This design comes from an exercise in tuning for small area, a short achievable clock period and few clock cycles per item on the open sky130 flow, not from production work.
The RTL was checked by simulation tests, not by an equivalence proof against the original design.

===== flow/constraint.sdc =====
create_clock -name core_clock -period 10.0 [get_ports {sys_clk}]
set_input_delay 2.0000 -clock core_clock [delete_from_list [all_inputs] [get_ports {sys_clk}]]
set_output_delay 2.0000 -clock core_clock [all_outputs]
set_load 0.01 [all_outputs]

===== flow/config.mk =====
export PLATFORM = sky130hd
export DESIGN_NAME = systolic_array_top
export DESIGN_NICKNAME = systolic_array_top
export VERILOG_FILES = /design/flow/design.v
export SDC_FILE = /design/flow/constraint.sdc
export NUM_CORES = 4
export LEC_CHECK = 0
export CAP_MARGIN = 20
export CORE_MARGIN = 2
export CORE_UTILIZATION = 40
export SLEW_MARGIN = 20

===== flow/design.v =====
`timescale 1ns / 1ps
module multip_adder#(
           parameter BITWIDTH = 8,
           parameter IS_BITWIDTH_DOUBLE_SCALE = 1
       )
       (
           input wire signed [BITWIDTH - 1: 0] in_a,
           input wire signed [BITWIDTH - 1: 0] in_b,
           input wire signed [BITWIDTH * (IS_BITWIDTH_DOUBLE_SCALE + 1) - 1: 0] in_c,
           output wire signed [BITWIDTH * (IS_BITWIDTH_DOUBLE_SCALE + 1) - 1: 0] product
       );
assign product = in_c + (in_a * in_b);
endmodule
`timescale 1ns / 1ps
module pe_bit#(
           parameter BITWIDTH = 8,
           parameter IS_BITWIDTH_DOUBLE_SCALE = 1
       )(
           input wire clk,
           input wire rst_n,
           input wire en,
           input wire clr,  
           input wire signed [BITWIDTH - 1: 0] in_a,
           input wire signed [BITWIDTH - 1: 0] in_b,
           output reg signed [BITWIDTH - 1: 0] out_a_delay,  
           output reg signed [BITWIDTH - 1: 0] out_b_delay,  
           output wire signed [BITWIDTH * (IS_BITWIDTH_DOUBLE_SCALE + 1) - 1: 0] result  
       );
reg signed [BITWIDTH * (IS_BITWIDTH_DOUBLE_SCALE + 1) - 1: 0] product_acc;
wire signed [BITWIDTH * (IS_BITWIDTH_DOUBLE_SCALE + 1) - 1: 0] product;
assign result = product_acc;
multip_adder #(
                 .BITWIDTH ( BITWIDTH ),
                 .IS_BITWIDTH_DOUBLE_SCALE(IS_BITWIDTH_DOUBLE_SCALE)
                 )
             u_multip_adder(
                 .in_a ( in_a ),
                 .in_b ( in_b ),
                 .in_c ( product_acc ),
                 .product ( product )
             );
always @(posedge clk or negedge rst_n) begin
    if (!rst_n) begin
        product_acc <= {(BITWIDTH * (IS_BITWIDTH_DOUBLE_SCALE + 1)){1'b0}};
        out_a_delay <= {BITWIDTH{1'b0}};
        out_b_delay <= {BITWIDTH{1'b0}};
    end
    else begin
        if (clr) begin
            product_acc <= {(BITWIDTH * (IS_BITWIDTH_DOUBLE_SCALE + 1)){1'b0}};
            out_a_delay <= {BITWIDTH{1'b0}};
            out_b_delay <= {BITWIDTH{1'b0}};
        end
        else if (en) begin
            product_acc <= product;
            out_a_delay <= in_a;
            out_b_delay <= in_b;
        end
        else begin
            product_acc <= product_acc;
            out_a_delay <= out_a_delay;
            out_b_delay <= out_b_delay;
        end
    end
end
endmodule
`timescale 1ns / 1ps 
module pe_row#(
           parameter BITWIDTH = 8,
           parameter IS_BITWIDTH_DOUBLE_SCALE = 1,
           parameter Y_COL = 3
       )(
           input wire clk,
           input wire rst_n,
           input wire en,
           input wire clr,
           input wire signed [BITWIDTH - 1: 0] in_row,  
           input wire signed [Y_COL * BITWIDTH - 1: 0] in_col,  
           output wire signed [Y_COL * BITWIDTH - 1: 0] out_col,  
           output wire signed [Y_COL * BITWIDTH * (IS_BITWIDTH_DOUBLE_SCALE + 1) - 1: 0] row_result  
       );
wire signed [BITWIDTH - 1: 0] PulsedArray_ROW [0: Y_COL - 1];  
genvar i;
generate
    for (i = 0;i < Y_COL;i = i + 1) begin
        if (i == 0) begin  
            pe_bit #(
                       .BITWIDTH ( BITWIDTH ),
                       .IS_BITWIDTH_DOUBLE_SCALE(IS_BITWIDTH_DOUBLE_SCALE)
                       )
                   u_PE_top(
                       .clk ( clk ),
                       .rst_n ( rst_n ),
                       .en ( en ),
                       .clr ( clr ),
                       .in_a ( in_row ),   
                       .in_b ( in_col[Y_COL * BITWIDTH - 1 -: BITWIDTH] ),   
                       .out_a_delay ( PulsedArray_ROW[i] ),   
                       .out_b_delay ( out_col[(Y_COL * BITWIDTH - 1) -: BITWIDTH] ),   
                       .result ( row_result[Y_COL * BITWIDTH * (IS_BITWIDTH_DOUBLE_SCALE + 1) - 1 -: BITWIDTH * (IS_BITWIDTH_DOUBLE_SCALE + 1)] )  
                   );
        end
        else begin  
            pe_bit #(
                       .BITWIDTH ( BITWIDTH ),
                       .IS_BITWIDTH_DOUBLE_SCALE(IS_BITWIDTH_DOUBLE_SCALE)
                       )
                   u_PE_top(
                       .clk ( clk ),
                       .rst_n ( rst_n ),
                       .en ( en ),
                       .clr ( clr ),
                       .in_a ( PulsedArray_ROW[i - 1] ),
                       .in_b ( in_col[((Y_COL * BITWIDTH - 1) - (i * BITWIDTH)) -: BITWIDTH] ),
                       .out_a_delay ( PulsedArray_ROW[i] ),
                       .out_b_delay ( out_col[(Y_COL * BITWIDTH - 1) - (i * BITWIDTH) -: BITWIDTH] ),
                       .result ( row_result[(Y_COL * BITWIDTH * (IS_BITWIDTH_DOUBLE_SCALE + 1)) - 1 - (i * BITWIDTH * (IS_BITWIDTH_DOUBLE_SCALE + 1)) -: BITWIDTH * (IS_BITWIDTH_DOUBLE_SCALE + 1)] )
                   );
        end
    end
endgenerate
endmodule
`timescale 1ns / 1ps
module pe_array#(
           parameter BITWIDTH = 8,
           parameter IS_BITWIDTH_DOUBLE_SCALE = 1,
           parameter X_ROW = 3,
           parameter Y_COL = 3
       )(
           input clk,
           input rst_n,
           input en,
           input clr,
           input wire signed [X_ROW * BITWIDTH - 1: 0] in_row,  
           input wire signed [Y_COL * BITWIDTH - 1: 0] in_col,  
           output wire signed [X_ROW * Y_COL * BITWIDTH * (IS_BITWIDTH_DOUBLE_SCALE + 1) - 1: 0] result  
       );
wire signed [Y_COL * BITWIDTH - 1: 0] PulsedArray_COL [0: X_ROW - 1];  
genvar i;
generate
    for (i = 0;i < X_ROW;i = i + 1) begin
        if (i == 0) begin  
            pe_row #(
                       .BITWIDTH ( BITWIDTH ),
                       .IS_BITWIDTH_DOUBLE_SCALE(IS_BITWIDTH_DOUBLE_SCALE),
                       .Y_COL ( Y_COL ))
                   u_pe_row(
                       .clk ( clk ),
                       .rst_n ( rst_n ),
                       .en ( en ),
                       .clr ( clr ),
                       .in_row ( in_row[(X_ROW * BITWIDTH - 1) -: BITWIDTH] ),
                       .in_col ( in_col ),
                       .out_col ( PulsedArray_COL[i] ),
                       .row_result ( result[((X_ROW * Y_COL * BITWIDTH * (IS_BITWIDTH_DOUBLE_SCALE + 1)) - 1) -: (Y_COL * BITWIDTH * (IS_BITWIDTH_DOUBLE_SCALE + 1))] )  
                   );
        end
        else begin  
            pe_row #(
                       .BITWIDTH ( BITWIDTH ),
                       .IS_BITWIDTH_DOUBLE_SCALE(IS_BITWIDTH_DOUBLE_SCALE),
                       .Y_COL ( Y_COL ))
                   u_pe_row(
                       .clk ( clk ),
                       .rst_n ( rst_n ),
                       .en ( en ),
                       .clr ( clr ),
                       .in_row ( in_row[((X_ROW * BITWIDTH - 1) - (i * BITWIDTH)) -: BITWIDTH] ),
                       .in_col ( PulsedArray_COL[i - 1] ),
                       .out_col ( PulsedArray_COL[i] ),
                       .row_result ( result[(((X_ROW * Y_COL * BITWIDTH * (IS_BITWIDTH_DOUBLE_SCALE + 1)) - 1) - (i * Y_COL * BITWIDTH * (IS_BITWIDTH_DOUBLE_SCALE + 1))) -: (Y_COL * BITWIDTH * (IS_BITWIDTH_DOUBLE_SCALE + 1))] )
                   );
        end
    end
endgenerate
endmodule
`timescale 1ns / 1ps
module array_regenerate#(
           parameter BITWIDTH = 8,
           parameter X_ROW = 3,
           parameter XCOL_YROW = 3,
           parameter Y_COL = 3
       )(
           input wire sys_clk,
           input wire sys_rst_n,
           input wire calculate_flag,
           input wire signed [BITWIDTH * X_ROW * XCOL_YROW - 1: 0] X,  
           input wire signed [BITWIDTH * XCOL_YROW * Y_COL - 1: 0] Y,  
           output wire signed [Y_COL * BITWIDTH - 1: 0] in_col,
           output wire signed [X_ROW * BITWIDTH - 1: 0] in_row
       );
reg signed [BITWIDTH - 1: 0] data_buffer_row [0: XCOL_YROW + X_ROW - 2][0: X_ROW - 1];  
reg signed [BITWIDTH - 1: 0] data_buffer_col [0: XCOL_YROW + Y_COL - 2][0: Y_COL - 1];  
genvar r, s;
generate
    for (s = 0;s < X_ROW;s = s + 1) begin
        assign in_row[(X_ROW * BITWIDTH - 1) - (s * BITWIDTH) -: BITWIDTH] = data_buffer_row[0][s];
    end
    for (r = 0;r < XCOL_YROW + X_ROW - 1;r = r + 1) begin
        for (s = 0;s < X_ROW;s = s + 1) begin
            always @(posedge sys_clk or negedge sys_rst_n) begin
                if (!sys_rst_n) begin
                    data_buffer_row[r][s] <= {BITWIDTH{1'b0}};
                end
                else if (calculate_flag) begin
                    if (r < XCOL_YROW + X_ROW - 2) begin
                        data_buffer_row[r][s] <= data_buffer_row[r + 1][s];
                    end
                    else begin
                        data_buffer_row[r][s] <= {BITWIDTH{1'b0}};
                    end
                end
                else begin
                    if ((s <= r) && (s >= r - (XCOL_YROW - 1))) begin
                        data_buffer_row[r][s] <= X[((BITWIDTH * XCOL_YROW * X_ROW - 1) - ((s * BITWIDTH * XCOL_YROW) + ((r - s) * BITWIDTH))) -: BITWIDTH];
                    end
                    else begin
                        data_buffer_row[r][s] <= {BITWIDTH{1'b0}};
                    end
                end
            end
        end
    end
endgenerate
genvar p, q;
generate
    for (q = 0;q < Y_COL;q = q + 1) begin
        assign in_col[(Y_COL * BITWIDTH - 1) - (q * BITWIDTH) -: BITWIDTH] = data_buffer_col[0][q];
    end
    for (p = 0;p < XCOL_YROW + Y_COL - 1;p = p + 1) begin
        for (q = 0;q < Y_COL;q = q + 1) begin
            always @(posedge sys_clk or negedge sys_rst_n) begin
                if (!sys_rst_n) begin
                    data_buffer_col[p][q] <= {BITWIDTH{1'b0}};
                end
                else if (calculate_flag) begin
                    if (p < XCOL_YROW + Y_COL - 2) begin
                        data_buffer_col[p][q] <= data_buffer_col[p + 1][q];
                    end
                    else begin
                        data_buffer_col[p][q] <= {BITWIDTH{1'b0}};
                    end
                end
                else begin
                    if ((q <= p) && (q >= p - (XCOL_YROW - 1))) begin
                        data_buffer_col[p][q] <= Y[((BITWIDTH * Y_COL * XCOL_YROW - 1) - (((p - q) * BITWIDTH * Y_COL) + (q * BITWIDTH))) -: BITWIDTH];
                    end
                    else begin
                        data_buffer_col[p][q] <= {BITWIDTH{1'b0}};
                    end
                end
            end
        end
    end
endgenerate
endmodule
`timescale 1ns / 1ps 
module systolic_array_top#(
           parameter BITWIDTH = 8,
           parameter IS_BITWIDTH_DOUBLE_SCALE = 1,
           parameter X_ROW = 8,
           parameter XCOL_YROW = 8,
           parameter Y_COL = 8
       )(
           input sys_clk,
           input sys_rst_n,
           input start,
           output reg done,
           input signed [BITWIDTH * X_ROW * XCOL_YROW - 1: 0] X,   
           input signed [BITWIDTH * XCOL_YROW * Y_COL - 1: 0] Y,   
           output signed [BITWIDTH * (IS_BITWIDTH_DOUBLE_SCALE + 1) * X_ROW * Y_COL - 1: 0] Z  
       );
localparam IDLE = 2'b01;
localparam BUSY = 2'b10;
reg [1: 0] current_state;
reg [1: 0] next_state;
reg cal_en;
wire cal_clr;
wire signed [Y_COL * BITWIDTH - 1: 0] in_col;
wire signed [X_ROW * BITWIDTH - 1: 0] in_row;
pe_array #(
             .BITWIDTH ( BITWIDTH ),
             .IS_BITWIDTH_DOUBLE_SCALE(IS_BITWIDTH_DOUBLE_SCALE),
             .X_ROW ( X_ROW ),
             .Y_COL ( Y_COL )
         )
         u_pe_array(
             .clk ( sys_clk ),
             .rst_n ( sys_rst_n ),
             .en ( cal_en ),
             .clr ( cal_clr ),
             .in_row ( in_row ),
             .in_col ( in_col ),
             .result ( Z )
         );
reg calculate_flag;
array_regenerate #(
                     .BITWIDTH ( BITWIDTH ),
                     .X_ROW ( X_ROW ),
                     .XCOL_YROW ( XCOL_YROW ),
                     .Y_COL ( Y_COL )
                 )
                 u_array_regenerate(
                     .sys_clk ( sys_clk ),
                     .sys_rst_n ( sys_rst_n ),
                     .calculate_flag ( calculate_flag ),
                     .X ( X ),
                     .Y ( Y ),
                     .in_col ( in_col ),
                     .in_row ( in_row )
                 );
wire start_pos_sig;
assign start_pos_sig = start & (current_state == IDLE);
assign cal_clr = start_pos_sig;  
reg [31: 0] cal_cnt;
always @(posedge sys_clk or negedge sys_rst_n) begin
    if (!sys_rst_n) begin
        cal_cnt <= 32'b0;
    end
    else begin
        if (cal_cnt > XCOL_YROW + X_ROW + Y_COL - 4) begin
            cal_cnt <= 32'b0;
        end
        else if (current_state == BUSY) begin
            cal_cnt <= cal_cnt + 1'd1;
        end
        else begin
            cal_cnt <= 32'b0;
        end
    end
end
always @(posedge sys_clk or negedge sys_rst_n) begin
    if (!sys_rst_n) begin
        current_state <= IDLE;
    end
    else begin
        current_state <= next_state;
    end
end
always @( * ) begin
    case (current_state)
        IDLE: begin
            if (start_pos_sig) begin  
                next_state = BUSY;
            end
            else begin
                next_state = IDLE;
            end
        end
        BUSY: begin
            if (cal_cnt > XCOL_YROW + X_ROW + Y_COL - 4) begin  
                next_state = IDLE;
            end
            else begin
                next_state = BUSY;
            end
        end
        default: begin
            next_state = IDLE;
        end
    endcase
end
always @(posedge sys_clk or negedge sys_rst_n) begin
    if (!sys_rst_n) begin
        calculate_flag <= 1'b0;
        cal_en <= 1'b0;
        done <= 1'b1;
    end
    else begin
        case (next_state)
            IDLE: begin
                calculate_flag <= 1'b0;
                cal_en <= 1'b0;
                done <= 1'b1;
            end
            BUSY: begin
                calculate_flag <= 1'b1;
                cal_en <= 1'b1;
                done <= 1'b0;
            end
            default: begin
                calculate_flag <= 1'b0;
                cal_en <= 1'b0;
                done <= 1'b1;
            end
        endcase
    end
end
endmodule

===== flow/run.sh =====
#!/bin/bash
# synth_recipe.tcl (not shown) runs the flow's synth.tcl, then flattens the netlist and writes it again
# the make line also repeats each setting of config.mk as NAME=value (left out here)
make -C /OpenROAD-flow-scripts/flow DESIGN_CONFIG=/design/flow/config.mk WORK_HOME=/design/flow/orfs CLKGATE_MAP_FILE= SYNTH_SCRIPT=/design/flow/synth_recipe.tcl finish

==> impl_metrics.env <==
export IMPL_synth_distinct_cells=58
export IMPL_worst_setup_path_end_kind="flip-flop"
export IMPL_io_pins=2052
export IMPL_die_area_mm2=0.774
export IMPL_hold_ws_ns=0.438
export IMPL_grt_total_usage_pct=26.4
export IMPL_clkLatencyLatePin_ns=1.12
export IMPL_hp_class="reg -> reg"
export IMPL_min_period_ns=5.95
export IMPL_grt_ovfl_total=0
export IMPL_die_w_um=880
export IMPL_synth_edf_count=0
export IMPL_wirelength_mm=1020
export IMPL_dieHeight_um=880
export IMPL_place_area_mm2=0.337
export IMPL_drt_vias_per_instance=5.13
export IMPL_clockBufferDepth=4
export IMPL_dp_hpwl_mm=833
export IMPL_startpoint_type="flip-flop"
export IMPL_synthFlopType="dfrtp_1"
export IMPL_worst_pin_slew_ns=1.20
export IMPL_rows=321
export IMPL_cpMostUsedCell="fa_1"
export IMPL_grt_max_degree=213
export IMPL_met2_usage_pct=42.5
export IMPL_nets=37461
export IMPL_clk_pin_slew_ns=0.06
export IMPL_leakage_nw=178
export IMPL_busiest_layer="met2"
export IMPL_post_cts_setup_buffers=0
export IMPL_wl_per_cell_um=25.3
export IMPL_synth_area_leaders="fa_1, dfrtp_1, ha_1, inv_1, and2_1"
export IMPL_critPathSlowestCell="dfrtp_1"
export IMPL_io_buffers=2051
export IMPL_drt_antenna_violating_nets=0
export IMPL_start_util_pct=40.1
export IMPL_use_met3_pct=6.12
export IMPL_critPathArrivalTime_ns=6.86
export IMPL_status="complete, no violations"
export IMPL_grt_pass1_wl_mm=1520
export IMPL_rsz0062_at_grt="false"
export IMPL_power_density_mw_per_mm2=133
export IMPL_synth_async_sr_flop_share_pct=100
export IMPL_initialDrtViolationCount=12324
export IMPL_cts_root_buf="clkbuf_16"
export IMPL_synth_top_area_cell="fa_1"
export IMPL_syn_area_mm2=0.307
export IMPL_drive_gt1_share_pct=6.41
export IMPL_gp_congestion=0.950
export IMPL_clock_skew_final_ns=0.0969
export IMPL_area_growth_pct=14.7
export IMPL_cts_tree="built"
export IMPL_crit_chain="and2_1 > inv_1 > fa_1 > inv_1 > fa_1 > fa_1 > fa_1 > fa_1 > ha_1 > o21a_1 > o21ai_0 > a31oi_1 > or2_2 > a32o_1"
export IMPL_required_ns=10.91
export IMPL_synth_yosys_seq_area_share_pct=28.0
export IMPL_clkSinkCount=3428
export IMPL_critPathMaxStageDelay_ns=0.99
export IMPL_synthCells=28254
export IMPL_finalSetupViolations=0
export IMPL_cts_hold_buf=0
export IMPL_power_total_w=0.0469
export IMPL_synth_warning_count=7
export IMPL_max_freq_mhz=168
export IMPL_grt_antenna_before_repair=173
export IMPL_cts_resized=0
export IMPL_timing_final_crit_share_pct=59.5
export IMPL_finalSetupTns_ns=0
export IMPL_synth_seq_cells=3428
export IMPL_critPathMaxFanout=10
export IMPL_yosysMostFrequentCell="inv_1"
export IMPL_syn_mean_instance_area_um2=10.9
export IMPL_coreArea_mm2=0.764
export IMPL_drv_cap=0
export IMPL_drc=0
export IMPL_stdcell_area_mm2=0.352
export IMPL_ys_top_cells_by_count="inv_1, fa_1, dfrtp_1, and2_1, ha_1"
export IMPL_h_tree_depth=5
export IMPL_peakVddDrop_uv=375
export IMPL_slew_viol_final=0
export IMPL_final_hold_viol_count=0
export IMPL_grtUsageMet1_pct=32.6
export IMPL_drt_pass1_iterations=6
export IMPL_synth_top_area_share_pct=29.6
export IMPL_cts_inserted_buffers=430
export IMPL_vias=205872
export IMPL_worst_setup_path_type="reg -> reg"
export IMPL_relSlewSlack_pct=19.6
export IMPL_grt_pass1_vias=223630
## cell families (layout without fill, tap and decap cells)
| group | count (synthesis) | count (layout) | share of synthesized area [%] |
|---|---|---|---|
| muxes | 960 | 960 | 3.52 |
| buffers and inverters | 6154 | 7745 | 7.56 |
| and+or+nand+nor | 6245 | 6245 | 10.5 |
| adders and majority gates | 6916 | 6916 | 39.3 |
| AOI/OAI and AO/OA | 3462 | 3462 | 7.99 |
| xor gates and xnor gates | 1088 | 1088 | 3.11 |
| other | 1 | 139 | 0.00122 |
| DFF | 3428 | 3428 | 28.0 |
## routing by layer
layer / share of wire (%) / vias up
met3: 6.8 / 1594
met4: 7.7 / 104
met5: 0.067 / -
met2: 46 / 5404
met1: 39 / 107264
li1: - / 91506
## through the flow
stage | instances | setup slack [ns] | util, %
floorplan | 28280 | 4.98 | -
global placement | 39260 | 4.11 | 44.0
detailed placement | 39260 | 4.02 | 44.0
CTS | 40045 | 4.00 | 46.0
global route | 40096 | 3.78 | 46.0
finish | 40157 | 4.05 | 46.0
## report_power, final
group	internal (W)	switching, W	total (W)
Combinational	0.00503	0.00825	0.0133
Sequential	0.0154	0.00145	0.0168
Clock	0.00988	0.00698	0.0169
Total	0.0303	0.0167	0.0469
## worst max-delay path: cells and delay by family (launching register included)
| family | cells | cell delay, ns |
|---|---|---|
| simple gates | 2 | 0.96 |
| flops | 1 | 0.99 |
| compound gates | 4 | 0.94 |
| buf+inv | 2 | 0.17 |
| fa+ha+maj | 6 | 2.75 |
## final cells by class
type	count	area [um2]
Fill cell	70615	412000
Sequential cell	3428	85800
Clock inverter	209	2960
Antenna cell	112	280
Timing Repair Buffer	2222	22400
Clock buffer	576	12100
Inverter	4738	17800
Multi-Input combinational cell	18698	198000
Tap cell	10174	12700
## path summary, 6_finish.rpt
path	from	endpoint	slack [ns]	depth (start not counted)
worst max-delay path	flip-flop	flip-flop	4.05	14
worst min-delay path	u_array_regenerate.data_buffer_row[23][1]$_DFF_PN0_	u_array_regenerate.data_buffer_row[15][1]$_DFF_PN0_	0.44	1
min in group asynchronous	sys_rst_n	asynchronous set/reset pin	0.90	1
max in group asynchronous	sys_rst_n	u_array_regenerate.data_buffer_row[69][1]$_DFF_PN0_	6.60	3
worst min register to register	u_array_regenerate.data_buffer_row[23][1]$_DFF_PN0_	u_array_regenerate.data_buffer_row[15][1]$_DFF_PN0_	0.44	1
worst max register to register	flip-flop	flip-flop	4.05	14
## cells in the final DEF, fill, tap and decap left out, types with 901 or more instances in the layout
cell | netlist | final
inv_1 | 4738 | 4738
fa_1 | 4544 | 4544
dfrtp_1 | 3426 | 3425
and2_1 | 2498 | 2498
ha_1 | 2372 | 2372
nand2_1 | 2202 | 2201
clkdlybuf4s50_1 | 0 | 2047
a22o_1 | 1271 | 1271
mux2_2 | 960 | 960
o21ai_0 | 901 | 901
Testbench counts, summed over its fixed seeds: cycles 36,800, items 1,600.

[port drivers added, routing unchanged]
In the flow no input, the clock included, has a driving cell. The finished layout below was timed again as built, in two steps. Step 1 sets driving cells, clkbuf_16 on the clock port and buf_2 on the other inputs (assumed; they add their load-dependent delay and slew). Step 2 times the ports against the registers' clock, not the clock port: input delays grow and output delays shrink by t, the midpoint of the rising clock arrivals with the driver on. Slacks: ideal ports / drivers / drivers and shift; pairs: ideal ports / drivers.
t (ns): 1.214
slack for setup (ns): 4.052 / 4.052 / 4.052
hold WS [ns]: 0.438 / 0.438 / 0.438
pins driven straight from the clock port: 1
After both steps this run still meets setup and hold. For this run, drivers alone change the setup slack by 0.000 ns; drivers and shift together by 0.000 ns.
